From an optimization exercise on the open Yosys and OpenROAD flow, aimed at small area, a short achievable clock period and few clock cycles per item; shortcuts taken in it are not production practice. Function was not checked in any run shown here: the RTL went through the layout flow alone. Power and IR drop assume default switching activity.

File: config.mk
export PLATFORM = sky130hd
export DESIGN_NAME = TopModule
export DESIGN_NICKNAME = TopModule
export VERILOG_FILES = /design/flow/design.v
export SDC_FILE = /design/flow/constraint.sdc
export NUM_CORES = 4
export LEC_CHECK = 0
export CAP_MARGIN = 20
export CORE_MARGIN = 2
export CORE_UTILIZATION = 50
export CTS_CLUSTER_DIAMETER = 80
export CTS_CLUSTER_SIZE = 25
export SETUP_SLACK_MARGIN = 2.5
export SLEW_MARGIN = 20
export SYNTH_HIERARCHICAL = 1
export SYNTH_MINIMUM_KEEP_SIZE = 0
File: constraint.sdc
create_clock -name core_clock -period 4.5 [get_ports {clk}]
set_input_delay 0.9000 -clock core_clock [delete_from_list [all_inputs] [get_ports {clk}]]
set_output_delay 0.9000 -clock core_clock [all_outputs]
set_load 0.01 [all_outputs]
File: design.v
module S00_AXI
#(
	  parameter integer AXI_DATA_WIDTH	= 32
	, parameter integer AXI_ADDR_WIDTH	= 8
	, parameter integer AXI_REGS_COUNT	= 20
)
(
	  input  logic                              AXI_ACLK
	, input  logic                              AXI_ARESETN
	, input  logic [AXI_ADDR_WIDTH - 1 : 0]     AXI_AWADDR
	, input  logic                              AXI_AWVALID
	, output logic                              AXI_AWREADY
	, input  logic [AXI_DATA_WIDTH - 1 : 0]     AXI_WDATA
	, input  logic [(AXI_DATA_WIDTH/8)-1 : 0]   AXI_WSTRB
	, input  logic                              AXI_WVALID
	, output logic                              AXI_WREADY
	, output logic [1 : 0]                      AXI_BRESP
	, output logic                              AXI_BVALID
	, input  logic                              AXI_BREADY
	, input  logic [AXI_ADDR_WIDTH - 1 : 0]     AXI_ARADDR
	, input  logic                              AXI_ARVALID
	, output logic                              AXI_ARREADY
	, output logic [AXI_DATA_WIDTH - 1 : 0]     AXI_RDATA
	, output logic [1 : 0]                      AXI_RRESP
	, output logic                              AXI_RVALID
	, input  logic                              AXI_RREADY
);
	localparam integer NBYTES = AXI_DATA_WIDTH/8;
	assign AXI_AWREADY = 1'b1;
	assign AXI_WREADY  = 1'b1;
	assign AXI_ARREADY = 1'b1;
	assign AXI_BRESP   = 2'b00;
	assign AXI_RRESP   = 2'b00;
	logic                          aw_got, w_got, commit, bvalid;
	logic [AXI_REGS_COUNT - 1 : 0] wrow;
	logic [NBYTES - 1 : 0]         wstrb;
	logic aw_ok, w_ok;
	assign aw_ok = aw_got | AXI_AWVALID;
	assign w_ok  = w_got  | AXI_WVALID;
	always_ff @(posedge AXI_ACLK)
	begin
		if (!AXI_ARESETN)
		begin
			aw_got <= 1'b0;
			w_got  <= 1'b0;
			bvalid <= 1'b0;
		end
		else
		begin
			aw_got <= aw_ok & ~w_ok;
			w_got  <= w_ok & ~aw_ok;
			bvalid <= bvalid ? ~AXI_BREADY : (aw_ok & w_ok);
		end
	end
	assign AXI_BVALID = bvalid;
	always_ff @(posedge AXI_ACLK)
	begin
		if (!AXI_ARESETN)
		begin
			commit <= 1'b1;
			wrow   <= '1;
			wstrb  <= '1;
		end
		else
		begin
			commit <= aw_ok & w_ok;
			if (!aw_got)
				for (integer i = 0; i < AXI_REGS_COUNT; i = i + 1)
					wrow[i] <= (AXI_AWADDR[6:2] == i);
			if (!w_got) wstrb <= AXI_WSTRB;
		end
	end
	logic [AXI_DATA_WIDTH - 1 : 0] regs_n [AXI_REGS_COUNT];
	logic [AXI_DATA_WIDTH - 1 : 0] rdata;
	logic [AXI_DATA_WIDTH - 1 : 0] wdata_n;
	assign wdata_n = ~rdata;
	genvar r, b;
	generate
		for (r = 0; r < AXI_REGS_COUNT; r = r + 1)
		begin : g_row
			for (b = 0; b < NBYTES; b = b + 1)
			begin : g_byte
				logic ld;
				logic [7:0] nxt;
				assign ld = commit & wrow[r] & wstrb[b];
				for (genvar i = 0; i < 8; i = i + 1)
				begin : g_bit
					AO22 u_ao (.a(ld), .b(wdata_n[b*8+i]), .c(~ld), .d(regs_n[r][b*8+i]), .y(nxt[i]));
				end
				always_ff @(posedge AXI_ACLK) regs_n[r][b*8 +: 8] <= nxt;
			end
		end
	endgenerate
	logic                          rvalid, rvalid_o;
	logic                          rvalid_n;
	assign rvalid_n = AXI_ARESETN & (rvalid ? ~AXI_RREADY : AXI_ARVALID);
	always_ff @(posedge AXI_ACLK) rvalid <= rvalid_n;
	OUTREG u_rvalid_o (.clk(AXI_ACLK), .d(rvalid_n), .q(rvalid_o));
	logic [3:0]                    lo;
	logic [4:0]                    hi;
	logic [AXI_REGS_COUNT - 1 : 0] rsel_n;
	DEC2  u_lo (.a(AXI_ARADDR[3:2]), .y(lo));
	DEC3H u_hi (.a(AXI_ARADDR[6:4]), .en(AXI_ARVALID), .y(hi));
	for (genvar i = 0; i < AXI_REGS_COUNT; i = i + 1)
	begin : g_rsel
		NAND2 u_nand (.a(hi[i / 4]), .b(lo[i % 4]), .y(rsel_n[i]));
	end
	logic hold;
	assign hold = rvalid | w_got;
	for (genvar i = 0; i < AXI_DATA_WIDTH; i = i + 1)
	begin : g_rbit
		logic [11:0] t;
		for (genvar j = 0; j < 10; j = j + 1)
		begin : g_pair
			OAI22 u_oai (.a(rsel_n[2*j]), .b(regs_n[2*j][i]), .c(rsel_n[2*j+1]), .d(regs_n[2*j+1][i]), .y(t[j]));
		end
		AND2 u_hold (.a(hold), .b(rdata[i]), .y(t[10]));
		AND2 u_wr (.a(AXI_WVALID), .b(AXI_WDATA[i]), .y(t[11]));
		logic rnext;
		OR12 u_or (.a(t), .y(rnext));
		always_ff @(posedge AXI_ACLK) rdata[i] <= rnext;
	end
	assign AXI_RDATA  = rdata;
	assign AXI_RVALID = rvalid_o;
endmodule
module OUTREG
(
	  input  logic clk
	, input  logic d
	, output logic q
);
	always_ff @(posedge clk) q <= d;
endmodule
module AO22
(
	  input  logic a
	, input  logic b
	, input  logic c
	, input  logic d
	, output logic y
);
	assign y = (a & b) | (c & d);
endmodule
module OAI22
(
	  input  logic a
	, input  logic b
	, input  logic c
	, input  logic d
	, output logic y
);
	assign y = ~((a | b) & (c | d));
endmodule
module NOR2
(
	  input  logic a
	, input  logic b
	, output logic y
);
	assign y = ~(a | b);
endmodule
module NAND2
(
	  input  logic a
	, input  logic b
	, output logic y
);
	assign y = ~(a & b);
endmodule
module AND2
(
	  input  logic a
	, input  logic b
	, output logic y
);
	assign y = a & b;
endmodule
module OR12
(
	  input  logic [11:0] a
	, output logic        y
);
	logic [3:0] g_n;
	NOR3  u_n0 (.a(a[0]), .b(a[1]),  .c(a[2]),  .y(g_n[0]));
	NOR3  u_n1 (.a(a[3]), .b(a[4]),  .c(a[5]),  .y(g_n[1]));
	NOR3  u_n2 (.a(a[6]), .b(a[7]),  .c(a[8]),  .y(g_n[2]));
	NOR3  u_n3 (.a(a[9]), .b(a[10]), .c(a[11]), .y(g_n[3]));
	NAND4 u_y  (.a(g_n[0]), .b(g_n[1]), .c(g_n[2]), .d(g_n[3]), .y(y));
endmodule
module NOR3
(
	  input  logic a
	, input  logic b
	, input  logic c
	, output logic y
);
	assign y = ~(a | b | c);
endmodule
module NAND4
(
	  input  logic a
	, input  logic b
	, input  logic c
	, input  logic d
	, output logic y
);
	assign y = ~(a & b & c & d);
endmodule
module DEC2
(
	  input  logic [1:0] a
	, output logic [3:0] y
);
	always_comb
		for (integer i = 0; i < 4; i = i + 1)
			y[i] = (a == i);
endmodule
module DEC3H
(
	  input  logic [2:0] a
	, input  logic       en
	, output logic [4:0] y
);
	logic [2:0] a_n;
	logic [3:0] lo_n;
	logic [1:0] hi_n;
	for (genvar i = 0; i < 3; i = i + 1)
	begin : g_inv
		INV u_inv (.a(a[i]), .y(a_n[i]));
	end
	for (genvar j = 0; j < 4; j = j + 1)
	begin : g_lo
		NAND2 u_nand (.a((j & 2) ? a[1] : a_n[1]), .b((j & 1) ? a[0] : a_n[0]), .y(lo_n[j]));
	end
	NAND2 u_hi0 (.a(en), .b(a_n[2]), .y(hi_n[0]));
	NAND2 u_hi1 (.a(en), .b(a[2]),   .y(hi_n[1]));
	for (genvar k = 0; k < 5; k = k + 1)
	begin : g_y
		NOR2 u_nor (.a(hi_n[k / 4]), .b(lo_n[k % 4]), .y(y[k]));
	end
endmodule
module INV
(
	  input  logic a
	, output logic y
);
	assign y = ~a;
endmodule
module TopModule
#(
      parameter integer   AXI_DATA_WIDTH	  = 32
    , parameter integer   AXI_ADDR_WIDTH	  = 8
)
(
    input  logic                              clk
  , input  logic                              areset_n
  , input  logic [AXI_ADDR_WIDTH - 1 : 0]     S00_AXI_AWADDR
  , input  logic                              S00_AXI_AWVALID
  , output logic                              S00_AXI_AWREADY
  , input  logic [AXI_DATA_WIDTH - 1 : 0]     S00_AXI_WDATA
  , input  logic [(AXI_DATA_WIDTH/8)-1 : 0]   S00_AXI_WSTRB
  , input  logic                              S00_AXI_WVALID
  , output logic                              S00_AXI_WREADY
  , output logic [1 : 0]                      S00_AXI_BRESP
  , output logic                              S00_AXI_BVALID
  , input  logic                              S00_AXI_BREADY
  , input  logic [AXI_ADDR_WIDTH - 1 : 0]     S00_AXI_ARADDR
  , input  logic                              S00_AXI_ARVALID
  , output logic                              S00_AXI_ARREADY
  , output logic [AXI_DATA_WIDTH - 1 : 0]     S00_AXI_RDATA
  , output logic [1 : 0]                      S00_AXI_RRESP
  , output logic                              S00_AXI_RVALID
  , input  logic                              S00_AXI_RREADY
);
  S00_AXI
  #(
      .AXI_DATA_WIDTH(AXI_DATA_WIDTH)
    , .AXI_ADDR_WIDTH(AXI_ADDR_WIDTH)
    , .AXI_REGS_COUNT(20)
  )
  axi_slave
  (
      .AXI_ACLK(        clk)
    , .AXI_ARESETN(     areset_n)
    , .AXI_AWADDR(      S00_AXI_AWADDR)
    , .AXI_AWVALID(     S00_AXI_AWVALID)
    , .AXI_AWREADY(     S00_AXI_AWREADY)
    , .AXI_WDATA(       S00_AXI_WDATA)
    , .AXI_WSTRB(       S00_AXI_WSTRB)
    , .AXI_WVALID(      S00_AXI_WVALID)
    , .AXI_WREADY(      S00_AXI_WREADY)
    , .AXI_BRESP(       S00_AXI_BRESP)
    , .AXI_BVALID(      S00_AXI_BVALID)
    , .AXI_BREADY(      S00_AXI_BREADY)
    , .AXI_ARADDR(      S00_AXI_ARADDR)
    , .AXI_ARVALID(     S00_AXI_ARVALID)
    , .AXI_ARREADY(     S00_AXI_ARREADY)
    , .AXI_RDATA(       S00_AXI_RDATA)
    , .AXI_RRESP(       S00_AXI_RRESP)
    , .AXI_RVALID(      S00_AXI_RVALID)
    , .AXI_RREADY(      S00_AXI_RREADY)
  );
endmodule
File: flow/run.sh
#!/bin/bash
# The standard layout, with the port buffers inserted as buf_4 rather than the
# weakest buffer (the resizer still sizes them where timing needs it).
set -euo pipefail
bash standard.sh BUFFER_PORTS_ARGS="-buffer_cell sky130_fd_sc_hd__buf_4" finish > standard.log 2>&1
File: standard.sh
#!/bin/bash
# synth_recipe.tcl (not shown) runs the flow's synth.tcl, then flattens the netlist and writes it again
# the make line also repeats each setting of config.mk as NAME=value (left out here)
make -C /OpenROAD-flow-scripts/flow DESIGN_CONFIG=/design/flow/config.mk WORK_HOME=/design/flow/orfs CLKGATE_MAP_FILE= SYNTH_SCRIPT=/design/flow/synth_recipe.tcl "${@:-finish}"
==> results of run 1 <==
[power breakdown]
group          internal (mW)  switching, mW  total, mW  leakage (nW)
combinational           1.45           1.48       2.93          5.41
sequential              7.93           1.00       8.94          5.90
clock                   1.83           2.14       3.97         0.574
total                   11.2           4.62       15.8          11.9
[layout by cell type (no fill, tap or decap), types with 5 or more instances in the layout]
cell type,Yosys,final
dfxtp_1,702,668
a22o_1,640,640
o22ai_1,321,319
nor3_2,128,128
inv_1,115,115
buf_4,7,91
and3_1,80,80
and2_1,64,64
clkbuf_16,0,37
dfxtp_2,0,33
nand2_1,53,32
nand4_1,32,32
nand2_8,0,19
o211ai_1,15,15
conb_1,2,7
nor2_4,0,6
clkinvlp_4,0,5
[worst paths after layout]
check	from	endpoint	slack [ps]	depth (start not counted)
min	axi_slave.regs_n[19][29]	axi_slave.regs_n[19][29]	480	1
max reg2reg	axi_slave.w_got	axi_slave.rdata[19]	2610	4
min reg2reg	axi_slave.regs_n[19][29]	axi_slave.regs_n[19][29]	480	1
max	S00_AXI_ARADDR[2]	axi_slave.rdata[30]	2470	6
[state kept, by name, summed over array words and instances (netlist names)]
register,cells
axi_slave.w_got,1
axi_slave.aw_got,1
axi_slave.u_rvalid_o.q,1
axi_slave.rdata,32
axi_slave.bvalid,1
axi_slave.wstrb,4
axi_slave.regs_n,640
axi_slave.commit,1
axi_slave.wrow,20
axi_slave.rvalid,1
[final cells by class]
cell class	instances	area, sq um	area share, %
antenna	3	7.51	0.0265
multi-input combinational	1374	11000	38.8
clock inverter	16	221	0.780
sequential	702	14100	49.7
inverter	115	432	1.52
clock buffer	43	978	3.45
tap	672	841	2.96
timing repair buffer	98	801	2.82
[stage by stage]
stage                     instances  util (%)
after floorplan                2221         -
after global placement         2949      53.6
after detailed placement       2949      53.6
after CTS                      3010      56.1
after global routing           3020      56.8
final                          3023      56.8
[Yosys stat by module (local to each module, per instance), excerpt]
module	flip-flops and latches	cell area (sq um)
DEC2	0	26.3
NAND2	0	3.75
NAND4	0	6.26
NOR3	0	10.0
OAI22	0	6.26
OUTREG	1	20.0
[logic make-up (layout without fill, tap and decap cells)]
family	count (synthesis)	in the layout	synth area share [%]
AO/OA/AOI/OAI	984	984	30.9
buffers and inverters	145	272	2.29
flip-flops	702	702	55.7
multiplexers	4	4	0.159
other	2	10	0.0298
AND/OR/NAND/NOR	379	379	10.9
[layer usage]
| layer | share of wire (%) | vias up |
|---|---|---|
| met5 | 0 | - |
| met4 | 3.2 | 0 |
| met3 | 6.0 | 118 |
| met2 | 45 | 733 |
| met1 | 45 | 9802 |
| li1 | - | 9096 |
[timing repair]
action / in CTS / in global routing
hold buffers: 0 / 0
buffers inserted: 2 / 10
pin swaps: 0 / 0
gates resized for setup: 17 / 42
setup endpoints to repair: 226 / 644
==> run_results.csv, run 1 <==
group,metric,value,unit
run_status,status,"complete, no violations",
final_layout,fillerInstances,4398,
final_layout,final_cell_area,28400,sq um
setup_path,crit_family,"simple AND/OR/NAND/NOR gates",
synth,synth_most_common_cell,"dfxtp_1",
placement,post_dp_cell_area,26800,sq um
setup_path,crit_type,"in -> reg",
synth,yosysUniqueCellTypes,32,
synth,synth-edff-count,0,
placement,dp_slack,1820,ps
synth,synth-seq-cells,702,
timing,worst_slew_pin_slew,917,ps
setup_path,path_max_fanout,32,
synth,syn_inst,2216,
run,max-cap-violations,0,
grt,use_met2,46.5,%
pwr,power.density,558,nW/um^2
drt,totalWireLength,79400,um
setup_path,end_kind,"register",
drt,drc,0,
synth,synth_top_area_cell,"dfxtp_1",
pwr,power,15.8,mW
synth,synth_ff_type,"dfxtp_1",
timing,final_max_slew_viol_count,0,
clock_network,root_buffer,"clkbuf_16",
placement,dpl.hpwl,49000,um
final_layout,syn2layout_area_growth,12.5,%
grt,track_usage,29.4,%
timing,final.setup.tns,0,ps
grt,met1_usage,41.2,%
clock_network,cts_buffers,37,
floorplanning,die_x,229,um
drt,drt_first_pass_iters,5,
timing,fin_crit,2030,ps
floorplanning,core,50000,sq um
setup_path,arrival,2550,ps
pwr,p_leak,11.9,nW
timing,hold_viol_final,0,
placement,portBuffers,86,
pwr,vdd_drop_max,0.000309,V
synth,ys_seq_area_share,55.7,%
synth,avgSynthCellArea,11.4,sq um
floorplanning,io_pins,100,
clock_network,cts.htree.levels,2,
clock_network,clkLatencyLatePin,590,ps
timing,setup_viol_count_final,0,
synth,synthTopCellsByArea,"dfxtp_1 (56%), a22o_1 (22%), o22ai_1 (8.0%), nor3_2 (5.1%), and3_1 (2.0%)",
final_layout,fin_nets,2387,
hold_path,min_path_type,"reg -> reg",
timing,whs,476,ps
final_layout,drive_gt1_share,15.1,%
synth,netlist_area,25200,sq um
synth,yosys_warnings,11,
placement,gp_congestion,0.812,
clock_network,path_clk_slew,90,ps
drt,viasPerCell,6.53,
setup_path,path_buf_inv,1,
synth,synth_top_area_share,55.7,%
grt,antenna_found_initial,2,
floorplanning,rows,82,
grt,busiest_layer,"met2",
grt,grt_pass1_wl,120000,um
grt,grt_pass1_vias,19200,
grt,grt_start_max_net_pins,42,
timing,max_freq,494,MHz
clock_network,cts_sinks,702,
timing,fin_crit_sh,45.0,%
setup_path,worstPathCellList,"buf_4 > and2b_2 > nand2_8 > o22ai_1 > nor3_2 > nand4_1",
timing,finalWorstSetupSlack,2470,ps
drt,drt_iter0_markers,1677,
timing,rsz0062_at_grt,"yes",
setup_path,critPathMaxStageDelay,520,ps
timing,maxSlewHeadroom,38.8,%
timing,finalClockSkew,18.7,ps
setup_path,start_kind,"primary input",
floorplanning,die_h,229,um
drt,ant_nets,0,
grt,globalRouteMet3Util,3.93,%
synth,async_reset_ff_share,0,%
floorplanning,initial_core_util,50.5,%
setup_path,critPathSlowestCell,"and2b_2",
clock_network,cts_buffer_depth,3,
synth,synth_top_cells_by_count,"dfxtp_1 (702), a22o_1 (640), o22ai_1 (321)",
clock_network,cts_tree,"yes",
drt,wire_per_inst,26.3,um
setup_path,worstPathRequired,5030,ps
grt,overflow,0,
drt,num_vias,19700,
floorplanning,die-area,52300,sq um
==> inputs of run 2 (changes only) <==
--- a/config.mk
+++ b/config.mk
@@ -8,8 +8,8 @@
 export CAP_MARGIN = 20
 export CORE_MARGIN = 2
 export CORE_UTILIZATION = 50
-export CTS_CLUSTER_DIAMETER = 80
-export CTS_CLUSTER_SIZE = 25
+export CTS_CLUSTER_DIAMETER = 90
+export CTS_CLUSTER_SIZE = 30
 export SETUP_SLACK_MARGIN = 2.5
 export SLEW_MARGIN = 20
 export SYNTH_HIERARCHICAL = 1
==> run 2 against run 1 <==
Against the previous run:
- hold slack worse by 48 ps
- utilization fell by 0.34 points
- global-route usage about the same
- final cell count down 0.23%
- combinational power grew 2%
- setup slack got worse by 9.5 ps
- critical path depth down 5
- count of clock-buffer cells in the layout is 8 lower
- synthesized cell count did not move
- largest cell class unchanged
==> run_results.csv, run 2 <==
group,metric,value,unit
run_status,status,"complete, no violations",
drt,dr_wl_met2,36400,um
setup_path,reg2reg_to,"axi_slave.regs_n[18][31]",
synth,ys_seq_area_share,55.7,%
clock_network,cts_buffers,30,
drt,ant_nets,0,
pwr,power.density,548,nW/um^2
grt,grt_pass1_wl,121000,um
placement,dpl.hpwl,49000,um
final_layout,largest_reg_flops,640,
setup_path,worstPathRequired,3600,ps
setup_path,r2r-start,"axi_slave.wrow[18]",
synth,synth-seq-cells,702,
synth,synth-edff-count,0,
clock_network,cts.htree.levels,1,
placement,gp_congestion,0.812,
final_layout,regMostFlops,"axi_slave.regs_n",
grt,overflow,0,
setup_path,worstPathCellList,"buf_6",
synth,synth_top_area_cell,"dfxtp_1",
grt,antenna_found_initial,2,
synth,synth_ff_type,"dfxtp_1",
timing,setup_viol_count_final,0,
hold_path,hold_end,"axi_slave.w_got",
drt,wl_met1,35000,um
clock_network,path_clk_slew,110,ps
final_layout,syn2layout_area_growth,11.8,%
clock_network,cts_sinks,702,
final_layout,fin_nets,2386,
run,max-cap-violations,0,
timing,max_freq,491,MHz
synth,yosysUniqueCellTypes,32,
clock_network,cts_buffer_depth,3,
grt,grt_pass1_vias,19300,
synth,synthTopCellsByArea,"dfxtp_1 (56%), a22o_1 (22%), o22ai_1 (8.0%), nor3_2 (5.1%), and3_1 (2.0%)",
setup_path,end_kind,"output pin",
synth,yosys_warnings,11,
pwr,vdd_drop_max,0.000356,V
final_layout,reg_top3,"axi_slave.regs_n x640, axi_slave.rdata x32, axi_slave.wrow x20",
floorplanning,io_pins,100,
drt,drt_first_pass_iters,5,
synth,syn_inst,2216,
final_layout,final_cell_area,28200,sq um
floorplanning,die_h,229,um
drt,highest_layer,"met4",
timing,fin_crit_sh,45.2,%
pwr,p_leak,12.0,nW
setup_path,critPathMaxStageDelay,380,ps
timing,final_max_slew_viol_count,0,
final_layout,final_cell_mix,"dfxtp_1 (662), a22o_1 (640), o22ai_1 (319)",
synth,netlist_area,25200,sq um
clock_network,cts_tree,"yes",
timing,hold_viol_final,0,
floorplanning,die-area,52300,sq um
drt,viasPerCell,6.57,
setup_path,critPathSlowestCell,"dfxtp_4",
synth,synth_top_cells_by_count,"dfxtp_1 (702), a22o_1 (640), o22ai_1 (321)",
setup_path,rr_worst_depth,3,
clock_network,clkLatencyLatePin,640,ps
setup_path,arrival,1140,ps
timing,fin_crit,2040,ps
timing,maxSlewHeadroom,38.1,%
grt,track_usage,29.4,%
hold_path,whs_path_depth,2,
synth,synth_top_area_share,55.7,%
setup_path,path_buf_inv,1,
floorplanning,rows,82,
placement,post_dp_cell_area,26800,sq um
timing,rsz0062_at_grt,"yes",
grt,grt_start_max_net_pins,41,
setup_path,crit_family,"flip-flops",
synth,avgSynthCellArea,11.4,sq um
setup_path,crit_type,"reg -> out",
drt,wire_per_inst,26.3,um
floorplanning,initial_core_util,50.5,%
floorplanning,die_x,229,um
setup_path,start_kind,"register",
drt,drt_iter0_markers,1709,
drt,num_vias,19800,
final_layout,final_common_cell,"dfxtp_1",
drt,met3WireLength,5300,um
clock_network,root_buffer,"clkbuf_16",
clock_network,holdBufCountCts,0,
synth,async_reset_ff_share,0,%
timing,whs,428,ps
timing,final.setup.tns,0,ps
placement,portBuffers,86,
timing,worst_slew_pin_slew,927,ps
drt,drc,0,
final_layout,drive_gt1_share,15.3,%
hold_path,hold_path.startpoint,"S00_AXI_AWVALID",
timing,finalClockSkew,25.6,ps
setup_path,r2r_slack,2500,ps
synth,synth_most_common_cell,"dfxtp_1",
floorplanning,core,50000,sq um
drt,totalWireLength,79200,um
hold_path,min_path_type,"in -> reg",
setup_path,path_max_fanout,3,
## run 2: cell counts after synthesis
No cell type changed its count.
## run 2: cells by family (layout without fill, tap and decap cells)
group	Yosys count	after routing	share of synthesized area, %
flip-flops	702	702	55.7
buffers and inverters	145	267	2.29
other	2	8	0.0298
multiplexers	4	4	0.159
AO/OA/AOI/OAI	984	984	30.9
AND/OR/NAND/NOR	379	379	10.9
## run 2: worst reg2reg max path, cell delays in order, from the launching register on
cell	delay, ps
dfxtp_1	850
and3_1	520
inv_1	240
a22o_1	260
## run 2: through the flow
stage | power, mW | std cells | setup slack (ps) | utilization [%]
final | 15.5 | 3016 | 2460 | 56.5
after CTS | 15.4 | 3012 | 2440 | 56.2
after detailed placement | 11.8 | 2949 | 1820 | 53.6
after floorplan | 10.8 | 2221 | 2530 | -
after global routing | 16.2 | 3015 | 2430 | 56.4
after global placement | 11.7 | 2949 | 1810 | 53.6
## run 2: metal layers
layer | up-vias | track usage [%]
li1 | 9083 | -
met1 | 9867 | 41.1
met2 | 733 | 47.5
met3 | 122 | 4.08
met4 | 0 | 8.58
met5 | - | 0
## run 2: cell type report
cell class | instances | area, sq um
multi-input cells | 1374 | 10900
clock buffers | 35 | 811
flip-flops and latches | 702 | 14100
inverters | 115 | 432
fillers | 4417 | 21800
diodes | 1 | 2.50
repair buffers | 104 | 941
clock inverters | 13 | 181
well taps | 672 | 841
## run 2: repair_timing
item / 4_1_cts / 5_1_grt
buffers inserted: 15 / 3
endpoints found under the setup margin: 355 / 323
resized for setup: 71 / 17
pin swaps: 0 / 1
## run 2: modules after synthesis, one instance, submodules excluded, a selection
module  cells inside  area, sq um
OAI22              1         6.26
INV                1         3.75
AND2               1         6.26
OUTREG             1         20.0
DEC2               4         26.3
NOR2               1         3.75
NOR3               1         10.0
AO22               1         8.76
NAND2              1         3.75
NAND4              1         6.26
## run 2: how the worst max path moves through the flow
stage	startpoint	end	slack [ps]	cells after the start
3_3_place_gp	S00_AXI_ARADDR[5]	axi_slave.rdata[11]	1810	8
3_5_place_dp	S00_AXI_ARADDR[5]	axi_slave.rdata[11]	1820	8
5_1_grt	axi_slave.rdata[1]	S00_AXI_RDATA[1]	2430	1
4_1_cts	axi_slave.rdata[1]	S00_AXI_RDATA[1]	2440	1
6_report	axi_slave.rdata[1]	S00_AXI_RDATA[1]	2460	1
2_1_floorplan	S00_AXI_ARADDR[2]	axi_slave.rdata[0]	2530	5
## run 2: where the power goes
part	switching (mW)	leakage [nW]	internal (mW)
clock	2.08	0.475	1.46
sequential	1.00	5.90	7.94
combinational	1.48	5.61	1.51

## static timing again, ports no longer ideal
The results above use ideal ports. As a check the final layouts listed here were re-extracted and re-timed, cells and wires unchanged.
Step 1: set_driving_cell puts a clkbuf_16 on clk and a buf_2 on each other input, an assumption about the parent block.
Step 2 also shifts input and output timing later by t, the mid clock arrival at the registers, as if the neighbouring blocks saw the same clock.
Three values: ideal ports, drivers, drivers and shift; two values: the first two.
run	t (ns)	slack for setup (ns)	hold slack, ns	worst setup path after step 2
run 1	0.643	2.474 / 2.469 / 1.870	0.476 / 0.456 / 0.476	input to register
run 2	0.689	2.465 / 2.404 / 1.862	0.428 / 0.398 / 0.477	input to register
After both steps setup and hold are still met in every run listed. The setup slack of run 1, which loses most, moves by -0.005 ns with the drivers and by -0.604 ns with both steps.
